Background: an optimization exercise with open tools, aiming at a short achievable clock period and few clock cycles. Do not read the settings as production practice. Power is estimated from default activity; no workload was simulated.

==> onyx: inputs <==
==> flow/design.v (excerpt) <==
module CPU(
 input clk,
 input rst,
 output [9:0] imem_addr,
 input  [19:0] imem_rdata,
 output [9:0] dmem_addr,
 output [19:0] dmem_wdata,
 output dmem_we,
 input  [19:0] dmem_rdata
);
==> flow/config.mk <==
export PLATFORM = sky130hd
export DESIGN_NAME = CPU
export DESIGN_NICKNAME = CPU
export VERILOG_FILES = /design/flow/design.v
export SDC_FILE = /design/flow/constraint.sdc
export NUM_CORES = 4
export LEC_CHECK = 0
export ABC_CLOCK_PERIOD_IN_PS = 2200
export CAP_MARGIN = 20
export CORE_MARGIN = 2
export CORE_UTILIZATION = 40
export SETUP_SLACK_MARGIN = 4.8
export SLEW_MARGIN = 20
export TNS_END_PERCENT = 100
==> flow/constraint.sdc <==
create_clock -name core_clock -period 7.0 [get_ports {clk}]
set_input_delay 1.4000 -clock core_clock [delete_from_list [all_inputs] [get_ports {clk}]]
set_output_delay 1.4000 -clock core_clock [all_outputs]
set_load 0.01 [all_outputs]
run.sh (not shown) runs the stock make flow with config.mk's settings and CLKGATE_MAP_FILE= SYNTH_SCRIPT=/design/flow/synth_recipe.tcl, a recipe that flattens the netlist after the stock synthesis.
==> garnet (differences from onyx) <==
--- a/flow/design.v
+++ b/flow/design.v
@@ -133,22 +133,25 @@
  wire e_lt, e_eq;
  cmp_signed #(20) e_cmp (.a(ea), .b(eb), .lt(e_lt), .eq(e_eq));
  wire e_gt = ~e_lt & ~e_eq;
  wire e_taken = (e_nzp[2] & e_lt) | (e_nzp[1] & e_eq) | (e_nzp[0] & e_gt);
  wire e_act = ev & e_br;
- wire rt_hit = rv & (rpc == e_t), rf_hit = rv & (rpc == e_f);
- wire dt_hit = dv & (dpc == e_t), df_hit = dv & (dpc == e_f);
- wire ft_hit = fpc == e_t,        ff_hit = fpc == e_f;
- wire r_hit = e_taken ? rt_hit : rf_hit;
- wire d_hit = (e_taken ? dt_hit : df_hit) & ~r_fbv;
- wire f_hit = e_taken ? ft_hit : ff_hit;
- wire fb_nt = e_bp & ~e_taken & r_hit;           
- wire killR = e_act & ~r_hit;
- wire killD = e_act & (fb_nt | (~r_hit & ~d_hit));
- wire e_keepf = e_act & ~r_hit & ~d_hit & f_hit;
- wire e_redir = e_act & (fb_nt | (~r_hit & ~d_hit & ~f_hit));
- wire [9:0] e_addr = fb_nt ? r_succ : (e_taken ? e_t : e_f);
+ wire rt_hit = rv & (rpc == e_t), rn_hit = rv & (rpc == e_f);
+ wire dt_hit = dv & ~r_fbv & (dpc == e_t), dn_hit = dv & ~r_fbv & (dpc == e_f);
+ wire ft_hit = fpc == e_t,        fn_hit = fpc == e_f;
+ wire fbn = e_bp & rn_hit;         
+ wire killR_t = e_act & ~rt_hit;
+ wire killR_n = e_act & ~rn_hit;
+ wire killD_t = e_act & ~rt_hit & ~dt_hit;
+ wire killD_n = e_act & (fbn | (~rn_hit & ~dn_hit));
+ wire keepf_t = e_act & ~rt_hit & ~dt_hit & ft_hit;
+ wire keepf_n = e_act & ~fbn & ~rn_hit & ~dn_hit & fn_hit;
+ wire redir_t = e_act & ~rt_hit & ~dt_hit & ~ft_hit;
+ wire redir_n = e_act & (fbn | (~rn_hit & ~dn_hit & ~fn_hit));
+ wire [9:0] addr_n = fbn ? r_succ : e_f;
+ wire killR = e_taken ? killR_t : killR_n;
+ wire killD = e_taken ? killD_t : killD_n;
  reg  [19:0] w_res;
  reg         w_wr, w_ld;
  reg  [3:0]  w_dst;
  wire [19:0] w_val = w_ld ? dmem_rdata : w_res;
  reg [19:0] rf [0:15];
@@ -164,10 +167,16 @@
  wire [19:0] fa = (e_fwd & (e_dst == ra_addr)) ? e_res :
                   (w_wr & (w_dst == ra_addr)) ? w_val : rf[ra_addr];
  wire [19:0] fb = (e_fwd & (e_dst == rb_addr)) ? e_res :
                   (w_wr & (w_dst == rb_addr)) ? w_val : rf[rb_addr];
  wire r_go = rv & ~rhold & ~killR;      
+ wire [9:0] fpc_d = d_jr ? d_jt : d_bk ? d_bt : d_lu ? fpc : fpc_inc;
+ wire       dv_d  = d_jr ? 1'b0 : d_bk ? ~d_lu : ~d_lu;
+ wire [9:0] fpc_t = redir_t ? e_t    : keepf_t ? fpc_inc : fpc_d;
+ wire [9:0] fpc_n = redir_n ? addr_n : keepf_n ? fpc_inc : fpc_d;
+ wire       dv_t  = redir_t ? 1'b0 : keepf_t ? 1'b1 : dv_d;
+ wire       dv_n  = redir_n ? 1'b0 : keepf_n ? 1'b1 : dv_d;
  always @(posedge clk) begin
   if (rst) begin
    fpc <= 10'd1;           
    dv <= 1'b1;
    dpc <= 10'd0; dpc1 <= 10'd1;
@@ -180,28 +189,12 @@
    dma <= 10'd0; dmw <= 20'd0; dmwe <= 1'b0;
    w_res <= 20'd0; w_wr <= 1'b0; w_ld <= 1'b0; w_dst <= 4'd0;
   end else begin
    dpc <= fpc;
    dpc1 <= fpc_inc;
-   if (e_redir) begin
-    fpc <= e_addr;
-    dv <= 1'b0;
-   end else if (e_keepf) begin
-    fpc <= fpc_inc;
-    dv <= 1'b1;
-   end else if (d_jr) begin
-    fpc <= d_jt;
-    dv <= 1'b0;
-   end else if (d_bk) begin
-    fpc <= d_bt;
-    dv <= ~d_lu;
-   end else if (d_lu) begin
-    dv <= 1'b0;
-   end else begin
-    fpc <= fpc_inc;
-    dv <= 1'b1;
-   end
+   fpc <= e_taken ? fpc_t : fpc_n;
+   dv <= e_taken ? dv_t : dv_n;
    rhold <= d_lu & ~killD;
    if (!rhold) begin
     ir <= di;
     rpc <= dpc;
     rpc1 <= dpc1;
==> harbor (differences from onyx) <==
--- a/flow/design.v
+++ b/flow/design.v
@@ -1,11 +1,10 @@
-module ks_add #(parameter W = 20) (
+module ks_add #(parameter W = 20, parameter L = 5) (
  input  [W-1:0] a,
  input  [W-1:0] b,
  output [W-1:0] s
 );
- localparam L = $clog2(W);
  wire [W-1:0] g [0:L];
  wire [W-1:0] p [0:L];
  assign g[0] = a & b;
  assign p[0] = a ^ b;
  genvar l, i;
@@ -22,17 +21,16 @@
    end
   end
  endgenerate
  assign s = p[0] ^ {g[L][W-2:0], 1'b0};
 endmodule
-module cmp_signed #(parameter W = 20) (
+module cmp_signed #(parameter W = 20, parameter L = 5) (
  input  [W-1:0] a,
  input  [W-1:0] b,
  output lt,
  output eq
 );
- localparam L = $clog2(W);
  localparam N = 1 << L;
  wire [N-1:0] l0, e0;
  assign l0[W-1] = a[W-1] & ~b[W-1];
  assign l0[W-2:0] = ~a[W-2:0] & b[W-2:0];
  assign e0[W-1:0] = ~(a ^ b);
@@ -81,12 +79,12 @@
  wire [3:0]  dop = di[19:16];
  wire d_jump = dop == 4'h8;
  wire d_br   = dop[3] & (dop[2] | (dop[1] & dop[0]));
  wire d_back = d_br & di[7];
  wire [9:0] d_jt, d_bt;
- ks_add #(10) d_jadd (.a(dpc1), .b(di[9:0]), .s(d_jt));
- ks_add #(10) d_badd (.a(dpc1), .b({{5{di[7]}}, di[7:3]}), .s(d_bt));
+ ks_add #(10, 4) d_jadd (.a(dpc1), .b(di[9:0]), .s(d_jt));
+ ks_add #(10, 4) d_badd (.a(dpc1), .b({{5{di[7]}}, di[7:3]}), .s(d_bt));
  reg  [19:0] ir;
  reg         rv;           
  reg  [9:0]  rpc, rpc1;
  reg         rhold;        
  reg         r_bp;         
@@ -96,15 +94,14 @@
  wire r_jmp = rop == 4'h8;
  wire r_ld  = rop == 4'h9;
  wire r_st  = rop == 4'hA;
  wire r_br  = rop[3] & (rop[2] | (rop[1] & rop[0]));
  wire r_fbv = rv & r_fb;
- wire [3:0] ra_addr = rop[3] ? ir[15:12] : ir[11:8];
- wire [3:0] rb_addr = rop[3] ? ir[11:8]  : ir[7:4];
+ reg  [3:0] ra_addr, rb_addr;     
  wire [9:0] r_bt, r_jt;
- ks_add #(10) r_badd (.a(rpc1), .b({{5{ir[7]}}, ir[7:3]}), .s(r_bt));
- ks_add #(10) r_jadd (.a(rpc1), .b(ir[9:0]), .s(r_jt));
+ ks_add #(10, 4) r_badd (.a(rpc1), .b({{5{ir[7]}}, ir[7:3]}), .s(r_bt));
+ ks_add #(10, 4) r_jadd (.a(rpc1), .b(ir[9:0]), .s(r_jt));
  wire [9:0] r_succ = r_jmp ? r_jt : rpc1;
  wire d_alu = ~dop[3];
  wire d_st  = dop == 4'hA;
  wire [3:0] d_aa = dop[3] ? di[15:12] : di[11:8];
  wire [3:0] d_ba = dop[3] ? di[11:8]  : di[7:4];
@@ -130,25 +127,25 @@
  ks_add #(20) e_add (.a(ea), .b(eb), .s(e_sum));
  wire [19:0] e_res = ({20{e_fs[0]}} & e_sum) | ({20{e_fs[1]}} & (ea & eb)) |
                      ({20{e_fs[2]}} & (ea | eb)) | ({20{e_fs[3]}} & (ea ^ eb));
  wire e_lt, e_eq;
  cmp_signed #(20) e_cmp (.a(ea), .b(eb), .lt(e_lt), .eq(e_eq));
- wire e_gt = ~e_lt & ~e_eq;
- wire e_taken = (e_nzp[2] & e_lt) | (e_nzp[1] & e_eq) | (e_nzp[0] & e_gt);
+ wire e_taken = e_eq ? e_nzp[1] : e_lt ? e_nzp[2] : e_nzp[0];
  wire e_act = ev & e_br;
- wire rt_hit = rv & (rpc == e_t), rf_hit = rv & (rpc == e_f);
- wire dt_hit = dv & (dpc == e_t), df_hit = dv & (dpc == e_f);
- wire ft_hit = fpc == e_t,        ff_hit = fpc == e_f;
- wire r_hit = e_taken ? rt_hit : rf_hit;
- wire d_hit = (e_taken ? dt_hit : df_hit) & ~r_fbv;
- wire f_hit = e_taken ? ft_hit : ff_hit;
- wire fb_nt = e_bp & ~e_taken & r_hit;           
- wire killR = e_act & ~r_hit;
- wire killD = e_act & (fb_nt | (~r_hit & ~d_hit));
- wire e_keepf = e_act & ~r_hit & ~d_hit & f_hit;
- wire e_redir = e_act & (fb_nt | (~r_hit & ~d_hit & ~f_hit));
- wire [9:0] e_addr = fb_nt ? r_succ : (e_taken ? e_t : e_f);
+ wire rt_hit = rv & (rpc == e_t), rn_hit = rv & (rpc == e_f);
+ wire dt_hit = dv & ~r_fbv & (dpc == e_t), dn_hit = dv & ~r_fbv & (dpc == e_f);
+ wire ft_hit = fpc == e_t,        fn_hit = fpc == e_f;
+ wire fbn = e_bp & rn_hit;         
+ wire killR_t = e_act & ~rt_hit;
+ wire killR_n = e_act & ~rn_hit;
+ wire killD_t = e_act & ~rt_hit & ~dt_hit;
+ wire killD_n = e_act & (fbn | (~rn_hit & ~dn_hit));
+ wire keepf_t = e_act & ~rt_hit & ~dt_hit & ft_hit;
+ wire keepf_n = e_act & ~fbn & ~rn_hit & ~dn_hit & fn_hit;
+ wire redir_t = e_act & ~rt_hit & ~dt_hit & ~ft_hit;
+ wire redir_n = e_act & (fbn | (~rn_hit & ~dn_hit & ~fn_hit));
+ wire [9:0] addr_n = fbn ? r_succ : e_f;
  reg  [19:0] w_res;
  reg         w_wr, w_ld;
  reg  [3:0]  w_dst;
  wire [19:0] w_val = w_ld ? dmem_rdata : w_res;
  reg [19:0] rf [0:15];
@@ -163,16 +160,41 @@
  wire e_fwd = ev & e_wr & ~e_ld;
  wire [19:0] fa = (e_fwd & (e_dst == ra_addr)) ? e_res :
                   (w_wr & (w_dst == ra_addr)) ? w_val : rf[ra_addr];
  wire [19:0] fb = (e_fwd & (e_dst == rb_addr)) ? e_res :
                   (w_wr & (w_dst == rb_addr)) ? w_val : rf[rb_addr];
- wire r_go = rv & ~rhold & ~killR;      
+ wire r_go_t = rv & ~rhold & ~killR_t;   
+ wire r_go_n = rv & ~rhold & ~killR_n;
+ wire r_wr = r_alu | r_ld;
+ wire rv_in = dv & ~(d_jump & ~r_fbv);
+ wire rv_t = rhold ? rv : rv_in & ~killD_t;
+ wire rv_n = rhold ? rv : rv_in & ~killD_n;
+ wire rh_t = d_lu & ~killD_t;
+ wire rh_n = d_lu & ~killD_n;
+ wire rh_refetch = rhold & dv;
+ wire ovr_t = redir_t | keepf_t;
+ wire ovr_n = redir_n | keepf_n;
+ wire [9:0] val_t = redir_t ? e_t : fpc_inc;
+ wire [9:0] val_n = redir_n ? addr_n : fpc_inc;
+ wire       dvv_t = keepf_t;
+ wire       dvv_n = keepf_n;
+ wire e_ovr = e_taken ? ovr_t : ovr_n;
+ wire [9:0] e_val = e_taken ? val_t : val_n;
+ wire e_dvv = e_taken ? dvv_t : dvv_n;
+ wire s_j = ~rh_refetch & d_jr;
+ wire s_b = ~rh_refetch & ~d_jr & d_bk;
+ wire [9:0] d_oth = rh_refetch ? dpc : fpc_inc;
+ wire [9:0] fpc_d = ({10{s_j}} & d_jt) | ({10{s_b}} & d_bt) | ({10{~s_j & ~s_b}} & d_oth);
+ wire       dv_d  = ~rh_refetch & ~d_jr & ~(d_bk & d_lu);
+ wire [9:0] fpc_next = ({10{e_ovr}} & e_val) | ({10{~e_ovr}} & fpc_d);
+ wire       dv_next  = e_ovr ? e_dvv : dv_d;
  always @(posedge clk) begin
   if (rst) begin
    fpc <= 10'd1;           
    dv <= 1'b1;
    dpc <= 10'd0; dpc1 <= 10'd1;
+   ra_addr <= 4'd0; rb_addr <= 4'd0;
    rv <= 1'b0; rhold <= 1'b0; r_bp <= 1'b0; r_fb <= 1'b0;
    ir <= 20'd0; rpc <= 10'd0; rpc1 <= 10'd0;
    ev <= 1'b0;
    e_wr <= 1'b0; e_ld <= 1'b0; e_br <= 1'b0; e_bp <= 1'b0;
    e_dst <= 4'd0; e_fs <= 4'd0; e_nzp <= 3'd0; e_t <= 10'd0; e_f <= 10'd0;
@@ -180,39 +202,25 @@
    dma <= 10'd0; dmw <= 20'd0; dmwe <= 1'b0;
    w_res <= 20'd0; w_wr <= 1'b0; w_ld <= 1'b0; w_dst <= 4'd0;
   end else begin
    dpc <= fpc;
    dpc1 <= fpc_inc;
-   if (e_redir) begin
-    fpc <= e_addr;
-    dv <= 1'b0;
-   end else if (e_keepf) begin
-    fpc <= fpc_inc;
-    dv <= 1'b1;
-   end else if (d_jr) begin
-    fpc <= d_jt;
-    dv <= 1'b0;
-   end else if (d_bk) begin
-    fpc <= d_bt;
-    dv <= ~d_lu;
-   end else if (d_lu) begin
-    dv <= 1'b0;
-   end else begin
-    fpc <= fpc_inc;
-    dv <= 1'b1;
-   end
-   rhold <= d_lu & ~killD;
+   fpc <= fpc_next;
+   dv <= dv_next;
+   rhold <= e_taken ? rh_t : rh_n;
+   rv <= e_taken ? rv_t : rv_n;
    if (!rhold) begin
     ir <= di;
+    ra_addr <= dop[3] ? di[15:12] : di[11:8];
+    rb_addr <= dop[3] ? di[11:8]  : di[7:4];
     rpc <= dpc;
     rpc1 <= dpc1;
-    rv <= dv & ~killD & ~(d_jump & ~r_fbv);
     r_bp <= d_bk;
     r_fb <= d_bk & ~d_lu;
    end
-   ev <= r_go;
-   e_wr <= r_go & (r_alu | r_ld);
+   ev <= e_taken ? r_go_t : r_go_n;
+   e_wr <= e_taken ? r_go_t & r_wr : r_go_n & r_wr;
    e_ld <= r_ld;
    e_br <= r_br;
    e_bp <= r_bp;
    e_dst <= ir[15:12];
    e_fs <= r_alu ? (4'b0001 << rop[2:1]) : 4'b0000;
@@ -221,11 +229,11 @@
    e_f <= rpc1;
    ea <= fa;
    eb <= (r_alu & rop[0]) ? {{12{ir[7]}}, ir[7:0]} : fb;
    if (r_ld | r_st) dma <= ir[9:0];
    if (r_st) dmw <= fa;
-   dmwe <= r_go & r_st;
+   dmwe <= e_taken ? r_go_t & r_st : r_go_n & r_st;
    w_res <= e_res;
    w_wr <= e_wr;
    w_ld <= e_ld;
    w_dst <= e_dst;
   end
==> flow/flow/run.sh (new file) <==
#!/bin/bash
# Standard layout, with the port buffers made from a stronger buffer cell
# than the one ORFS picks by default (a slow delay buffer).
set -e
export BUFFER_PORTS_ARGS="-buffer_cell sky130_fd_sc_hd__buf_8"
bash standard.sh > standard.log 2>&1
==> flow/standard.sh (new file) <==
#!/bin/bash
# synth_recipe.tcl (not shown) runs the flow's synth.tcl, then flattens the netlist and writes it again
# the make line also repeats each setting of config.mk as NAME=value (left out here)
make -C /OpenROAD-flow-scripts/flow DESIGN_CONFIG=/design/flow/config.mk WORK_HOME=/design/flow/orfs CLKGATE_MAP_FILE= SYNTH_SCRIPT=/design/flow/synth_recipe.tcl "${@:-finish}"
removed: flow/run.sh
==> comparison table <==
Result of the run: harbor finished clean; onyx finished clean; garnet finished clean
Internal power component: harbor 6.44 mW; onyx 6.07 mW; garnet 6.36 mW
Met3 wirelength from detailed routing: harbor 16300 um; onyx 12800 um; garnet 17100 um
Worst reg2reg path startpoint: harbor ea[13]$_SDFF_PP0_; onyx ea[6]$_SDFF_PP0_; garnet ir[4]$_SDFFE_PP0N_
Capture instance of the worst register-to-register path: harbor dmwe$_SDFF_PP0_; onyx fpc[6]$_SDFFE_PP0P_; garnet eb[18]$_SDFF_PP0_
Crit path largest cell delay: harbor 0.36 ns; onyx 0.42 ns; garnet 0.52 ns
Routed WL: harbor 127000 um; onyx 115000 um; garnet 137000 um
Seq group: harbor 3.67 mW; onyx 3.57 mW; garnet 3.65 mW
Combinational power: harbor 1.93 mW; onyx 2.12 mW; garnet 2.46 mW
Net count of the mapped netlist: harbor 2746; onyx 2924; garnet 2989
Cell at the slowest stage of the critical path: harbor sky130_fd_sc_hd__dfxtp_1; onyx sky130_fd_sc_hd__o41a_1; garnet sky130_fd_sc_hd__a211oi_4
Reg power frac: harbor 0.403; onyx 0.409; garnet 0.391
Share of cell area taken by muxes after synthesis: harbor 0.186; onyx 0.161; garnet 0.162
Maximum clock rate: harbor 330 MHz; onyx 248 MHz; garnet 322 MHz
Share of final-layout standard cells stronger than drive strength 1: harbor 0.446; onyx 0.376; garnet 0.474
Register area share after synthesis: harbor 0.479; onyx 0.474; garnet 0.463
No run of this note included a check of the RTL's function; only the layout flow was run.

static timing again, ports no longer ideal:
No port has a modelled driver above. Below, the same layouts with a new extraction and two added sets of constraints. Step 1 (the two cells are an assumption about what drives the block):
set clk [get_ports {clk}]
set_driving_cell -lib_cell sky130_fd_sc_hd__clkbuf_16 $clk
set_driving_cell -lib_cell sky130_fd_sc_hd__buf_2 [delete_from_list [all_inputs] $clk]
Step 2 adds t to the input delays and takes it off the output delays; t is the mean of the earliest and latest rising clock arrival at the registers after step 1. Input paths then give back, and output paths get back, about the clock's delay inside the block. a / b / c = ideal / step 1 / step 2; a / b = the first two.
run | t, ns | setup slack, ns | worst register clock-pin slew, ns
onyx | 0.714 | 2.974 / 2.974 / 2.408 | 0.07 / 0.07
garnet | 0.745 | 3.896 / 3.896 / 3.215 | 0.07 / 0.07
harbor | 0.694 | 3.966 / 3.966 / 3.308 | 0.07 / 0.07
After both steps every run listed still meets setup and hold. The setup slack of garnet, which loses most, moves by 0.000 ns with the drivers and by -0.681 ns with both steps.
